Context: an optimization exercise on an open-source flow, tuned for small area. The choices shown serve that exercise and are no tape-out recipe. Only simulation tests tie the RTL to the original design; equivalence was not proved. No driver is modelled on the clock port, so clocking that relies on it looks cheaper here than on a real chip. No activity file was given, so power comes from the tool's default toggle rates.

==> trial 2 <==
Design top, start of the top module:
module top(input clk, input gsrn, uart_rx, output uart_tx, output [3:0] led);
==> flow/config.mk <==
export PLATFORM = sky130hd
export DESIGN_NAME = top
export DESIGN_NICKNAME = top
export VERILOG_FILES = /design/flow/design.v
export SDC_FILE = /design/flow/constraint.sdc
export NUM_CORES = 4
export LEC_CHECK = 0
export CAP_MARGIN = 5
export CORE_MARGIN = 2
export CORE_UTILIZATION = 60
export GPL_TIMING_DRIVEN = 0
export PLACE_DENSITY = 0.75
export SLEW_MARGIN = 5
==> flow/constraint.sdc <==
create_clock -name core_clock -period 12.0 [get_ports {clk}]
set_input_delay 2.4000 -clock core_clock [delete_from_list [all_inputs] [get_ports {clk}]]
set_output_delay 2.4000 -clock core_clock [all_outputs]
set_load 0.01 [all_outputs]
standard.sh (not shown) runs the stock make flow with config.mk's settings and CLKGATE_MAP_FILE= SYNTH_SCRIPT=/design/flow/synth_recipe.tcl, a recipe that flattens the netlist after the stock synthesis.
==> flow/flow/run.sh <==
#!/bin/bash
# Layout flow: the standard ORFS flow, except that
# - the combinational logic of the standard synthesis is re-mapped by ABC for
#   area (the registers, their names and cell types are kept): several ABC
#   scripts are tried, the smallest result that is proven equivalent to the
#   standard netlist is used (else the standard netlist);
# - the clock tree is built by manual_cts.tcl: eight buffers, one per eighth
#   of the registers, fed by one root buffer on the clock port;
# - the port buffers are buf_1 cells.
# Each tool's output goes to a log file of its own in this folder.
set -euo pipefail
W=$PWD
F=$W/flow
R=$W/orfs/results/$FLOW_PLATFORM/top/base
PD=$FLOW_HOME/platforms/$FLOW_PLATFORM
LIB=$(ls $PD/lib/sky130_fd_sc_hd__tt_025C_1v80.lib)

# 1. standard synthesis
bash standard.sh $R/1_2_yosys.v > synth_standard.log 2>&1
cp $R/1_2_yosys.v netlist_standard.v

# 2. re-map the combinational logic (sequential cells are black boxes)
DU=$(sed -n '/DONT_USE_CELLS/,/^$/p' $PD/config.mk | grep -o 'sky130_fd_sc_hd__[a-z0-9_]*' | sed 's/^/-dont_use /' | tr '\n' ' ')
BB=$(sed 's/^/setattr -mod -set blackbox 1 /' $F/seq_cells.txt)
AMAP="dch,-f;amap,-F,30,-A,60;strash;dch,-f;amap,-F,30,-A,60;strash;dch,-f;amap,-F,30,-A,60;topo"
SCRIPTS=(
  "+strash;$AMAP"
  "+strash;&get,-n;&deepsyn,-T,30,-S,1;&put;$AMAP"
  "+strash;&get,-n;&deepsyn,-T,30,-S,7;&put;$AMAP"
  "+strash;&get,-n;&deepsyn,-T,30,-S,13;&put;$AMAP"
)
for n in "${!SCRIPTS[@]}"; do
  cat > resyn_$n.ys <<EOF
read_liberty -ignore_miss_func $LIB
$BB
read_verilog netlist_standard.v
hierarchy -top $FLOW_TOP
flatten
opt -full
abc -liberty $LIB $DU -script ${SCRIPTS[$n]}
opt_clean -purge
tee -o resyn_$n.stat stat -liberty $LIB
write_verilog -noattr -noexpr -nohex -nodec netlist_resyn_$n.v
EOF
  (timeout 600 yosys -s resyn_$n.ys > resyn_$n.log 2>&1 || true) &
done
wait

# candidates, smallest first
: > resyn_areas.txt
for n in "${!SCRIPTS[@]}"; do
  if [[ -s netlist_resyn_$n.v && -s resyn_$n.stat ]]; then
    echo "$(grep 'Chip area' resyn_$n.stat | awk '{print $NF}') $n" >> resyn_areas.txt
  fi
done
sort -n resyn_areas.txt -o resyn_areas.txt

# 3. use the smallest candidate proven equivalent to the standard netlist
echo "standard netlist kept" > resyn_status.txt
while read -r area n; do
  cat > equiv_$n.ys <<EOF
read_liberty -ignore_miss_func $LIB
read_verilog netlist_standard.v
hierarchy -top $FLOW_TOP
rename $FLOW_TOP gold
flatten gold
design -stash goldd
read_liberty -ignore_miss_func $LIB
read_verilog netlist_resyn_$n.v
hierarchy -top $FLOW_TOP
rename $FLOW_TOP gate
flatten gate
design -stash gated
design -copy-from goldd -as gold gold
design -copy-from gated -as gate gate
equiv_make gold gate equiv
hierarchy -top equiv
opt_clean
equiv_simple -seq 2
equiv_induct
equiv_status -assert
EOF
  if timeout 900 yosys -s equiv_$n.ys > equiv_$n.log 2>&1; then
    cp netlist_resyn_$n.v $R/1_2_yosys.v
    echo "candidate $n (area $area) proven equivalent; using it" > resyn_status.txt
    break
  fi
done < resyn_areas.txt

# 4. the rest of the standard flow, with the manual clock tree and buf_1 port buffers
bash standard.sh "PRE_CTS_TCL=$F/manual_cts.tcl" "MANUAL_CTS_NET=clk" \
  "BUFFER_PORTS_ARGS=-buffer_cell sky130_fd_sc_hd__buf_1" \
  "MANUAL_CTS_LEAVES=8" "MANUAL_CTS_BUF=sky130_fd_sc_hd__clkbuf_8" "MANUAL_CTS_ROOT=sky130_fd_sc_hd__clkbuf_4" \
  "CTS_ARGS=-clk_nets clk -buf_list sky130_fd_sc_hd__clkbuf_8 -dont_use_dummy_load" \
  finish > flow_standard.log 2>&1
Other scripts of this flow, unchanged in this note and not shown: flow/flow/manual_cts.tcl, flow/flow/seq_cells.txt
==> inputs of trial 24, as changes to trial 2 <==
==> flow/flow/run.sh (replaced) <==
#!/bin/bash
# Layout flow: the standard ORFS flow, except that
# - the combinational logic of the standard synthesis is re-mapped by ABC for
#   area (the registers, their names and cell types are kept), and proven
#   equivalent to the standard netlist before it is used;
# - the clock tree is four buffers, one per quarter of the registers
#   (manual_cts.tcl), fed from the clock port through clock_tree_synthesis.
set -euo pipefail
W=$PWD
F=$W/flow
R=$W/orfs/results/$FLOW_PLATFORM/top/base
PD=$FLOW_HOME/platforms/$FLOW_PLATFORM
LIB=$(ls $PD/lib/sky130_fd_sc_hd__tt_025C_1v80.lib)

# 1. standard synthesis
bash standard.sh $R/1_2_yosys.v > synth_standard.log 2>&1
cp $R/1_2_yosys.v netlist_standard.v

# 2. re-map the combinational logic (sequential cells are black boxes)
DU=$(sed -n '/DONT_USE_CELLS/,/^$/p' $PD/config.mk | grep -o 'sky130_fd_sc_hd__[a-z0-9_]*' | sed 's/^/-dont_use /' | tr '\n' ' ')
BB=$(sed 's/^/setattr -mod -set blackbox 1 /' $F/seq_cells.txt)
cat > resyn.ys <<EOF
read_liberty -ignore_miss_func $LIB
$BB
read_verilog netlist_standard.v
hierarchy -top $FLOW_TOP
flatten
opt -full
abc -liberty $LIB $DU -script +strash;dch,-f;amap,-F,20,-A,40;strash;dch,-f;amap,-F,20,-A,40;strash;dch,-f;amap,-F,20,-A,40;topo
opt_clean -purge
stat -liberty $LIB
write_verilog -noattr -noexpr -nohex -nodec netlist_resyn.v
EOF
yosys -s resyn.ys > resyn.log 2>&1

# 3. prove the new netlist equivalent to the standard one
cat > equiv.ys <<EOF
read_liberty -ignore_miss_func $LIB
read_verilog netlist_standard.v
hierarchy -top $FLOW_TOP
rename $FLOW_TOP gold
flatten gold
design -stash goldd
read_liberty -ignore_miss_func $LIB
read_verilog netlist_resyn.v
hierarchy -top $FLOW_TOP
rename $FLOW_TOP gate
flatten gate
design -stash gated
design -copy-from goldd -as gold gold
design -copy-from gated -as gate gate
equiv_make gold gate equiv
hierarchy -top equiv
opt_clean
equiv_simple -seq 2
equiv_induct
equiv_status -assert
EOF
if yosys -s equiv.ys > equiv.log 2>&1; then
  cp netlist_resyn.v $R/1_2_yosys.v
  echo "re-mapped netlist proven equivalent; using it" > resyn_status.txt
else
  echo "equivalence not proven; keeping the standard netlist" > resyn_status.txt
fi

# 4. the rest of the standard flow
bash standard.sh "PRE_CTS_TCL=$F/manual_cts.tcl" "MANUAL_CTS_NET=clk" "BUFFER_PORTS_ARGS=-buffer_cell sky130_fd_sc_hd__buf_1" "MANUAL_CTS_LEAVES=8" "MANUAL_CTS_BUF=sky130_fd_sc_hd__clkbuf_8" "MANUAL_CTS_ROOT=sky130_fd_sc_hd__clkbuf_4" "CTS_ARGS=-clk_nets clk -buf_list sky130_fd_sc_hd__clkbuf_8 -dont_use_dummy_load" finish > flow_standard.log 2>&1
Settings changed: CAP_MARGIN 5 to 0, CORE_UTILIZATION 60 to 40, PLACE_DENSITY 0.75 to 0.6, SLEW_MARGIN 5 to 0.
==> inputs of build 59, as changes to trial 2 <==
--- a/flow/design.v
+++ b/flow/design.v
@@ -10,13 +10,17 @@
 endmodule
 module uart_rx(
 	input clk,
 	input reset,
 	input rx,
 	input tick,               
+	input [2:0] os_cnt,       
+	output [2:0] os_next,
 	input shift,              
+	input [3:0] wr,           
+	input wr_bit,
 	output reg rx_ready,
 	output reg [3:0] nib,     
 	output is_nib,            
 	output is_read            
 );
 localparam
@@ -36,14 +40,13 @@
 	end else if (tick) begin
 		if ((rx_sync[1] == 1'b1) && (filter_cnt != 2'b11)) filter_cnt <= filter_cnt + 1'd1;
 		if ((rx_sync[1] == 1'b0) && (filter_cnt != 2'b00)) filter_cnt <= filter_cnt - 1'd1;
 		if (filter_cnt == 2'b11) rx_bit <= 1'b1;
 		else if (filter_cnt == 2'b00) rx_bit <= 1'b0;
 	end
-reg [2:0] os_cnt;
-always @(posedge clk) if (tick) os_cnt <= (rx_state == IDLE) ? 3'd0 : os_cnt + 1'd1;
+assign os_next = tick ? ((rx_state == IDLE) ? 3'd0 : os_cnt + 1'd1) : os_cnt;
 wire sample_now = tick && (os_cnt == 3'd3);
 always @(posedge clk)
 	if (reset) rx_state <= IDLE; else
 	case (rx_state)
 		IDLE:      if (~rx_bit) rx_state <= BIT_START;
 		BIT_START: if (sample_now) rx_state <= 4'b1000;
@@ -52,15 +55,19 @@
 		4'b1100, 4'b1101, 4'b1110:
 		           if (sample_now) rx_state <= rx_state + 1'b1;
 		BIT7:      if (sample_now) rx_state <= BIT_STOP;
 		default:   rx_state <= IDLE;
 	endcase
 reg hi_ok, d5;
+integer b;
 always @(posedge clk) begin
 	if ((sample_now && rx_state[3] && !rx_state[2]) || shift)
 		nib <= {rx_bit, nib[3:1]};
+	else
+		for (b = 0; b < 4; b = b + 1)
+			if (wr[b]) nib[b] <= wr_bit;
 	if (sample_now && rx_state[3] && rx_state[2])
 		case (rx_state[1:0])
 			2'd0: hi_ok <= !rx_bit;
 			2'd1: d5 <= rx_bit;
 			2'd2: hi_ok <= hi_ok && rx_bit;
 			2'd3: hi_ok <= hi_ok && !rx_bit;
@@ -77,31 +84,32 @@
 	input reset,
 	input start,              
 	input cont,               
 	input [3:0] nib,          
 	output load,              
 	output active,
+	input [4:0] cnt,          
+	output [4:0] cnt_next,
 	output tx);
 localparam
 	IDLE  = 4'd0,
 	STOP1 = 4'd2,
 	STOP2 = 4'd3,
 	G1    = 4'd4,
 	G2    = 4'd5,
 	G3    = 4'd6,
 	START = 4'd7;    
 reg [3:0] s;
-reg [4:0] cnt;
 reg first;                
 wire bitstate = s[3] | (s == START) | (s == STOP1) | (s == STOP2);
 wire short = (s == 4'd9) | (s == 4'd11) | (s == 4'd13) | (s == STOP1);
 wire tick = (cnt == (short ? 5'd29 : 5'd30));
 assign load = (s == G3);
+assign cnt_next = (bitstate && !tick) ? cnt + 1'b1 : 5'd0;    
 assign active = (s != IDLE);
 always @(posedge clk) begin
-	cnt <= (bitstate && !tick) ? cnt + 1'b1 : 5'd0;    
 	if (reset) begin
 		s <= IDLE;
 	end else begin
 		case (s)
 			IDLE:    if (start) s <= G2;
 			G1:      s <= cont ? G2 : IDLE;
@@ -126,16 +134,25 @@
 	output wire wrap        
 );
 	wire rx_tick, rx_ready;
 	wire [3:0] rx_nib;
 	wire is_nib, is_read;
 	wire ins_now;
+	wire [3:0] nib_wr;
+	wire nib_bit;
 	baud_tick_gen tickgen(.clk(clk), .reset(reset), .tick(rx_tick), .wrap(wrap));
+	reg [4:0] cnt;
+	wire [2:0] os_next;
+	wire [4:0] cnt_next;
+	wire active;
+	always @(posedge clk) cnt <= active ? cnt_next : {cnt_next[4:3], os_next};
 	uart_rx uart_rx_i(
 		.clk(clk), .reset(reset), .rx(uart_rx), .tick(rx_tick),
-		.shift(ins_now), .rx_ready(rx_ready), .nib(rx_nib),
+		.os_cnt(cnt[2:0]), .os_next(os_next),
+		.shift(ins_now), .wr(nib_wr), .wr_bit(nib_bit),
+		.rx_ready(rx_ready), .nib(rx_nib),
 		.is_nib(is_nib), .is_read(is_read));
 	reg [67:0] ring;
 	reg [6:0] ph;
 	reg clr, insp, insa;
 	wire nib_rx = rx_ready && is_nib;
 	wire ins_start = (insp || nib_rx) && (ph == 7'd64 || ph == 7'd30);
@@ -161,50 +178,52 @@
 			else
 				ph <= ph + 1'b1;
 			insa <= ins_now && !ins_end;
 			insp <= (insp || nib_rx) && !ins_start;
 		end
 	wire start = rx_ready && is_read;
-	wire load, active;
-	wire [3:0] nib;
+	wire load;
 	wire [6:0] col;
 	dut mul(
 		.clk(clk), .start(start), .run(active), .load(load),
-		.ph(ph), .ring(ring), .nib(nib), .i(col));
+		.ph(ph), .ring(ring), .nib_wr(nib_wr), .nib_bit(nib_bit), .i(col));
 	uart_tx uart_tx_i(
 		.clk(clk), .reset(reset), .start(start),
-		.cont(col < 7'd75), .nib(nib),
-		.load(load), .active(active), .tx(uart_tx));
+		.cont(col < 7'd75), .nib(rx_nib),
+		.load(load), .active(active),
+		.cnt(cnt), .cnt_next(cnt_next), .tx(uart_tx));
 endmodule
 module dut(
 	input clk,
 	input start,               
 	input run,                 
 	input load,                
 	input [6:0] ph,
 	input [67:0] ring,
-	output reg [3:0] nib,
+	output [3:0] nib_wr,       
+	output nib_bit,
 	output reg [6:0] i         
 );
 	reg [5:0] acc;
 	reg act, skip;
 	wire [6:0] k = {1'b0, i[5:0]} - {1'b0, ph[5:0]};    
 	wire valid = act && !i[6] && !k[6] && (k[5:0] <= 6'd29);
 	wire [4:0] q = 5'd17 + i[5:1] - ph[4:0];         
 	wire [63:0] rb = ring[65:2];
 	wire pp = valid && ring[0] && rb[{q, i[0]}];
 	wire col_end = act && (ph == 7'd35);
 	wire sweep = ph == 7'd67;
+	assign nib_wr = {4{col_end}} & (4'b0001 << i[1:0]);
+	assign nib_bit = acc[0];
 	always @(posedge clk) begin
 		if (start) begin
 			i <= 0;
 			acc <= 0;
 			act <= 0;
 		end else if (col_end) begin
 			acc <= {1'b0, acc[5:1]};
-			nib[i[1:0]] <= acc[0];
 			i <= i + 1'b1;
 			act <= 0;
 		end else begin
 			if (pp) acc <= acc + 1'b1;
 			if (sweep) act <= run && !skip && !load;
 		end
--- a/flow/flow/run.sh
+++ b/flow/flow/run.sh
@@ -25,14 +25,19 @@
 AMAP="dch,-f;amap,-F,30,-A,60;strash;dch,-f;amap,-F,30,-A,60;strash;dch,-f;amap,-F,30,-A,60;topo"
 SCRIPTS=(
   "+strash;$AMAP"
   "+strash;&get,-n;&deepsyn,-T,30,-S,1;&put;$AMAP"
   "+strash;&get,-n;&deepsyn,-T,30,-S,7;&put;$AMAP"
   "+strash;&get,-n;&deepsyn,-T,30,-S,13;&put;$AMAP"
+  "+strash;&get,-n;&deepsyn,-T,30,-S,1;&put;dc2;$AMAP"
+  "+strash;&get,-n;&deepsyn,-T,30,-S,3;&put;dc2;$AMAP"
+  "+strash;&get,-n;&deepsyn,-T,30,-S,5;&put;$AMAP"
+  "+strash;&get,-n;&deepsyn,-T,30,-S,9;&put;dc2;$AMAP"
 )
 for n in "${!SCRIPTS[@]}"; do
+  if (( n > 0 && n % NUM_CORES == 0 )); then wait; fi
   cat > resyn_$n.ys <<EOF
 read_liberty -ignore_miss_func $LIB
 $BB
 read_verilog netlist_standard.v
 hierarchy -top $FLOW_TOP
 flatten
==> inputs of build 60, as changes to trial 2 <==
--- a/flow/design.v
+++ b/flow/design.v
@@ -10,13 +10,17 @@
 endmodule
 module uart_rx(
 	input clk,
 	input reset,
 	input rx,
 	input tick,               
+	input [2:0] os_cnt,       
+	output [2:0] os_next,
 	input shift,              
+	input [3:0] wr,           
+	input wr_bit,
 	output reg rx_ready,
 	output reg [3:0] nib,     
 	output is_nib,            
 	output is_read            
 );
 localparam
@@ -36,14 +40,13 @@
 	end else if (tick) begin
 		if ((rx_sync[1] == 1'b1) && (filter_cnt != 2'b11)) filter_cnt <= filter_cnt + 1'd1;
 		if ((rx_sync[1] == 1'b0) && (filter_cnt != 2'b00)) filter_cnt <= filter_cnt - 1'd1;
 		if (filter_cnt == 2'b11) rx_bit <= 1'b1;
 		else if (filter_cnt == 2'b00) rx_bit <= 1'b0;
 	end
-reg [2:0] os_cnt;
-always @(posedge clk) if (tick) os_cnt <= (rx_state == IDLE) ? 3'd0 : os_cnt + 1'd1;
+assign os_next = tick ? ((rx_state == IDLE) ? 3'd0 : os_cnt + 1'd1) : os_cnt;
 wire sample_now = tick && (os_cnt == 3'd3);
 always @(posedge clk)
 	if (reset) rx_state <= IDLE; else
 	case (rx_state)
 		IDLE:      if (~rx_bit) rx_state <= BIT_START;
 		BIT_START: if (sample_now) rx_state <= 4'b1000;
@@ -52,15 +55,19 @@
 		4'b1100, 4'b1101, 4'b1110:
 		           if (sample_now) rx_state <= rx_state + 1'b1;
 		BIT7:      if (sample_now) rx_state <= BIT_STOP;
 		default:   rx_state <= IDLE;
 	endcase
 reg hi_ok, d5;
+integer b;
 always @(posedge clk) begin
 	if ((sample_now && rx_state[3] && !rx_state[2]) || shift)
 		nib <= {rx_bit, nib[3:1]};
+	else
+		for (b = 0; b < 4; b = b + 1)
+			if (wr[b]) nib[b] <= wr_bit;
 	if (sample_now && rx_state[3] && rx_state[2])
 		case (rx_state[1:0])
 			2'd0: hi_ok <= !rx_bit;
 			2'd1: d5 <= rx_bit;
 			2'd2: hi_ok <= hi_ok && rx_bit;
 			2'd3: hi_ok <= hi_ok && !rx_bit;
@@ -77,31 +84,32 @@
 	input reset,
 	input start,              
 	input cont,               
 	input [3:0] nib,          
 	output load,              
 	output active,
+	input [4:0] cnt,          
+	output [4:0] cnt_next,
 	output tx);
 localparam
 	IDLE  = 4'd0,
 	STOP1 = 4'd2,
 	STOP2 = 4'd3,
 	G1    = 4'd4,
 	G2    = 4'd5,
 	G3    = 4'd6,
 	START = 4'd7;    
 reg [3:0] s;
-reg [4:0] cnt;
 reg first;                
 wire bitstate = s[3] | (s == START) | (s == STOP1) | (s == STOP2);
 wire short = (s == 4'd9) | (s == 4'd11) | (s == 4'd13) | (s == STOP1);
 wire tick = (cnt == (short ? 5'd29 : 5'd30));
 assign load = (s == G3);
+assign cnt_next = (bitstate && !tick) ? cnt + 1'b1 : 5'd0;    
 assign active = (s != IDLE);
 always @(posedge clk) begin
-	cnt <= (bitstate && !tick) ? cnt + 1'b1 : 5'd0;    
 	if (reset) begin
 		s <= IDLE;
 	end else begin
 		case (s)
 			IDLE:    if (start) s <= G2;
 			G1:      s <= cont ? G2 : IDLE;
@@ -126,16 +134,25 @@
 	output wire wrap        
 );
 	wire rx_tick, rx_ready;
 	wire [3:0] rx_nib;
 	wire is_nib, is_read;
 	wire ins_now;
+	wire [3:0] nib_wr;
+	wire nib_bit;
 	baud_tick_gen tickgen(.clk(clk), .reset(reset), .tick(rx_tick), .wrap(wrap));
+	reg [4:0] cnt;
+	wire [2:0] os_next;
+	wire [4:0] cnt_next;
+	wire active;
+	always @(posedge clk) cnt <= active ? cnt_next : {cnt_next[4:3], os_next};
 	uart_rx uart_rx_i(
 		.clk(clk), .reset(reset), .rx(uart_rx), .tick(rx_tick),
-		.shift(ins_now), .rx_ready(rx_ready), .nib(rx_nib),
+		.os_cnt(cnt[2:0]), .os_next(os_next),
+		.shift(ins_now), .wr(nib_wr), .wr_bit(nib_bit),
+		.rx_ready(rx_ready), .nib(rx_nib),
 		.is_nib(is_nib), .is_read(is_read));
 	reg [67:0] ring;
 	reg [6:0] ph;
 	reg clr, insp, insa;
 	wire nib_rx = rx_ready && is_nib;
 	wire ins_start = (insp || nib_rx) && (ph == 7'd64 || ph == 7'd30);
@@ -161,50 +178,52 @@
 			else
 				ph <= ph + 1'b1;
 			insa <= ins_now && !ins_end;
 			insp <= (insp || nib_rx) && !ins_start;
 		end
 	wire start = rx_ready && is_read;
-	wire load, active;
-	wire [3:0] nib;
+	wire load;
 	wire [6:0] col;
 	dut mul(
 		.clk(clk), .start(start), .run(active), .load(load),
-		.ph(ph), .ring(ring), .nib(nib), .i(col));
+		.ph(ph), .ring(ring), .nib_wr(nib_wr), .nib_bit(nib_bit), .i(col));
 	uart_tx uart_tx_i(
 		.clk(clk), .reset(reset), .start(start),
-		.cont(col < 7'd75), .nib(nib),
-		.load(load), .active(active), .tx(uart_tx));
+		.cont(col < 7'd75), .nib(rx_nib),
+		.load(load), .active(active),
+		.cnt(cnt), .cnt_next(cnt_next), .tx(uart_tx));
 endmodule
 module dut(
 	input clk,
 	input start,               
 	input run,                 
 	input load,                
 	input [6:0] ph,
 	input [67:0] ring,
-	output reg [3:0] nib,
+	output [3:0] nib_wr,       
+	output nib_bit,
 	output reg [6:0] i         
 );
 	reg [5:0] acc;
 	reg act, skip;
 	wire [6:0] k = {1'b0, i[5:0]} - {1'b0, ph[5:0]};    
 	wire valid = act && !i[6] && !k[6] && (k[5:0] <= 6'd29);
 	wire [4:0] q = 5'd17 + i[5:1] - ph[4:0];         
 	wire [63:0] rb = ring[65:2];
 	wire pp = valid && ring[0] && rb[{q, i[0]}];
 	wire col_end = act && (ph == 7'd35);
 	wire sweep = ph == 7'd67;
+	assign nib_wr = {4{col_end}} & (4'b0001 << i[1:0]);
+	assign nib_bit = acc[0];
 	always @(posedge clk) begin
 		if (start) begin
 			i <= 0;
 			acc <= 0;
 			act <= 0;
 		end else if (col_end) begin
 			acc <= {1'b0, acc[5:1]};
-			nib[i[1:0]] <= acc[0];
 			i <= i + 1'b1;
 			act <= 0;
 		end else begin
 			if (pp) acc <= acc + 1'b1;
 			if (sweep) act <= run && !skip && !load;
 		end
--- a/flow/flow/run.sh
+++ b/flow/flow/run.sh
@@ -20,19 +20,22 @@
 cp $R/1_2_yosys.v netlist_standard.v
 
 # 2. re-map the combinational logic (sequential cells are black boxes)
 DU=$(sed -n '/DONT_USE_CELLS/,/^$/p' $PD/config.mk | grep -o 'sky130_fd_sc_hd__[a-z0-9_]*' | sed 's/^/-dont_use /' | tr '\n' ' ')
 BB=$(sed 's/^/setattr -mod -set blackbox 1 /' $F/seq_cells.txt)
 AMAP="dch,-f;amap,-F,30,-A,60;strash;dch,-f;amap,-F,30,-A,60;strash;dch,-f;amap,-F,30,-A,60;topo"
-SCRIPTS=(
-  "+strash;$AMAP"
-  "+strash;&get,-n;&deepsyn,-T,30,-S,1;&put;$AMAP"
-  "+strash;&get,-n;&deepsyn,-T,30,-S,7;&put;$AMAP"
-  "+strash;&get,-n;&deepsyn,-T,30,-S,13;&put;$AMAP"
-)
+SCRIPTS=("+strash;$AMAP")
+for seed in 1 3 5 7 9 11 13 15 17 19 21; do
+  if (( seed % 4 == 1 )); then
+    SCRIPTS+=("+strash;&get,-n;&deepsyn,-T,30,-S,$seed;&put;dc2;$AMAP")
+  else
+    SCRIPTS+=("+strash;&get,-n;&deepsyn,-T,30,-S,$seed;&put;$AMAP")
+  fi
+done
 for n in "${!SCRIPTS[@]}"; do
+  if (( n > 0 && n % NUM_CORES == 0 )); then wait; fi
   cat > resyn_$n.ys <<EOF
 read_liberty -ignore_miss_func $LIB
 $BB
 read_verilog netlist_standard.v
 hierarchy -top $FLOW_TOP
 flatten
==> summary of the runs <==
- In trial 24 the area after synthesis is larger than in trial 2, by about 4%.
- Sequential power is about the same in build 60 and build 59.
- In trial 2 the core utilization is higher than in trial 24, by 22 points.
- Of trial 2 and build 59, build 59 has the higher register-to-register slack (gap 2200 ps).
- In trial 2 the via count is higher than in build 60, by about 0.36%.
- Of trial 2 and build 59, build 59 has the higher global-route usage (gap 0.24 points).
- Of trial 24 and trial 2, trial 24 has the higher worst setup slack (gap 1000 ps).
- Against trial 2, the die area of trial 24 is higher by about 53%.
==> figures <==
metric                                            trial 2     build 59     build 60     trial 24
Headroom to the max-slew limit                      19.7%        19.8%        19.8%        16.7%
Placement row count                                    33           32           32           42
Reg-to-reg slack, setup                           5530 ps      7740 ps      7740 ps      6550 ps
Die height                                        96.0 µm      94.4 µm      94.4 µm       119 µm
Share of layout cells above drive strength 1        1.96%        1.78%        1.78%        1.66%
Met1 Track Usage GR                                 30.1%        31.8%        31.8%        19.7%
Crit path top cell by count                      clkinv_1        buf_1        buf_1      nand2_1
Design area                                   0.00537 mm²  0.00518 mm²  0.00518 mm²  0.00566 mm²
Worst hold slack across all endpoints              337 ps       334 ps       334 ps       328 ps
Share of power burned in combinational logic         4.9%        10.7%        10.7%        13.4%
Num sequential                                        144          137          137          144
Area occupied by multi-input gates            0.00186 mm²  0.00179 mm²  0.00179 mm²  0.00197 mm²
Result of the run        no timing/DRC/antenna violations  no timing/DRC/antenna violations  no timing/DRC/antenna violations  no timing/DRC/antenna violations
Syn avg cell area                                9.36 µm²     8.97 µm²     8.97 µm²     9.02 µm²
Net Count, Synth                                      546          550          550          589
Cell internal pwr                                  566 µW       574 µW       574 µW       602 µW
Detailed-route vias per instance                     5.86         5.83         5.83         5.33
Clock skew after layout                           5.75 ps      13.4 ps      13.4 ps      9.42 ps

[port drivers added, routing unchanged]
In the flow no input, the clock included, has a driving cell. The finished layouts below were timed again as built, in two steps.
Step 1 assumes that a clkbuf_16 drives the clock port and a buf_2 every other input.
Step 2 moves the port delays by t, midway between the first and last clock arrival at a register: inputs arrive t later, outputs are due t later. That takes back most of the time a late clock gives input paths.
a / b / c = ideal ports / drivers / drivers and shift; a / b = the first two.
run | t (ns) | setup WS [ns] | worst setup path at the end | clock arrival spread, ns | slew at the worst register clock pin (ns)
trial 2 | 0.506 | 5.533 / 5.533 / 5.533 | register to register | 0.006 / 0.007 | 0.10 / 0.10
trial 24 | 0.524 | 6.553 / 6.553 / 6.553 | register to register | 0.010 / 0.009 | 0.11 / 0.11
build 59 | 0.476 | 6.961 / 6.935 / 6.935 | input to output | 0.017 / 0.017 | 0.11 / 0.11
build 60 | 0.476 | 6.961 / 6.935 / 6.935 | input to output | 0.017 / 0.017 | 0.11 / 0.11
After both steps every run listed still meets setup and hold.
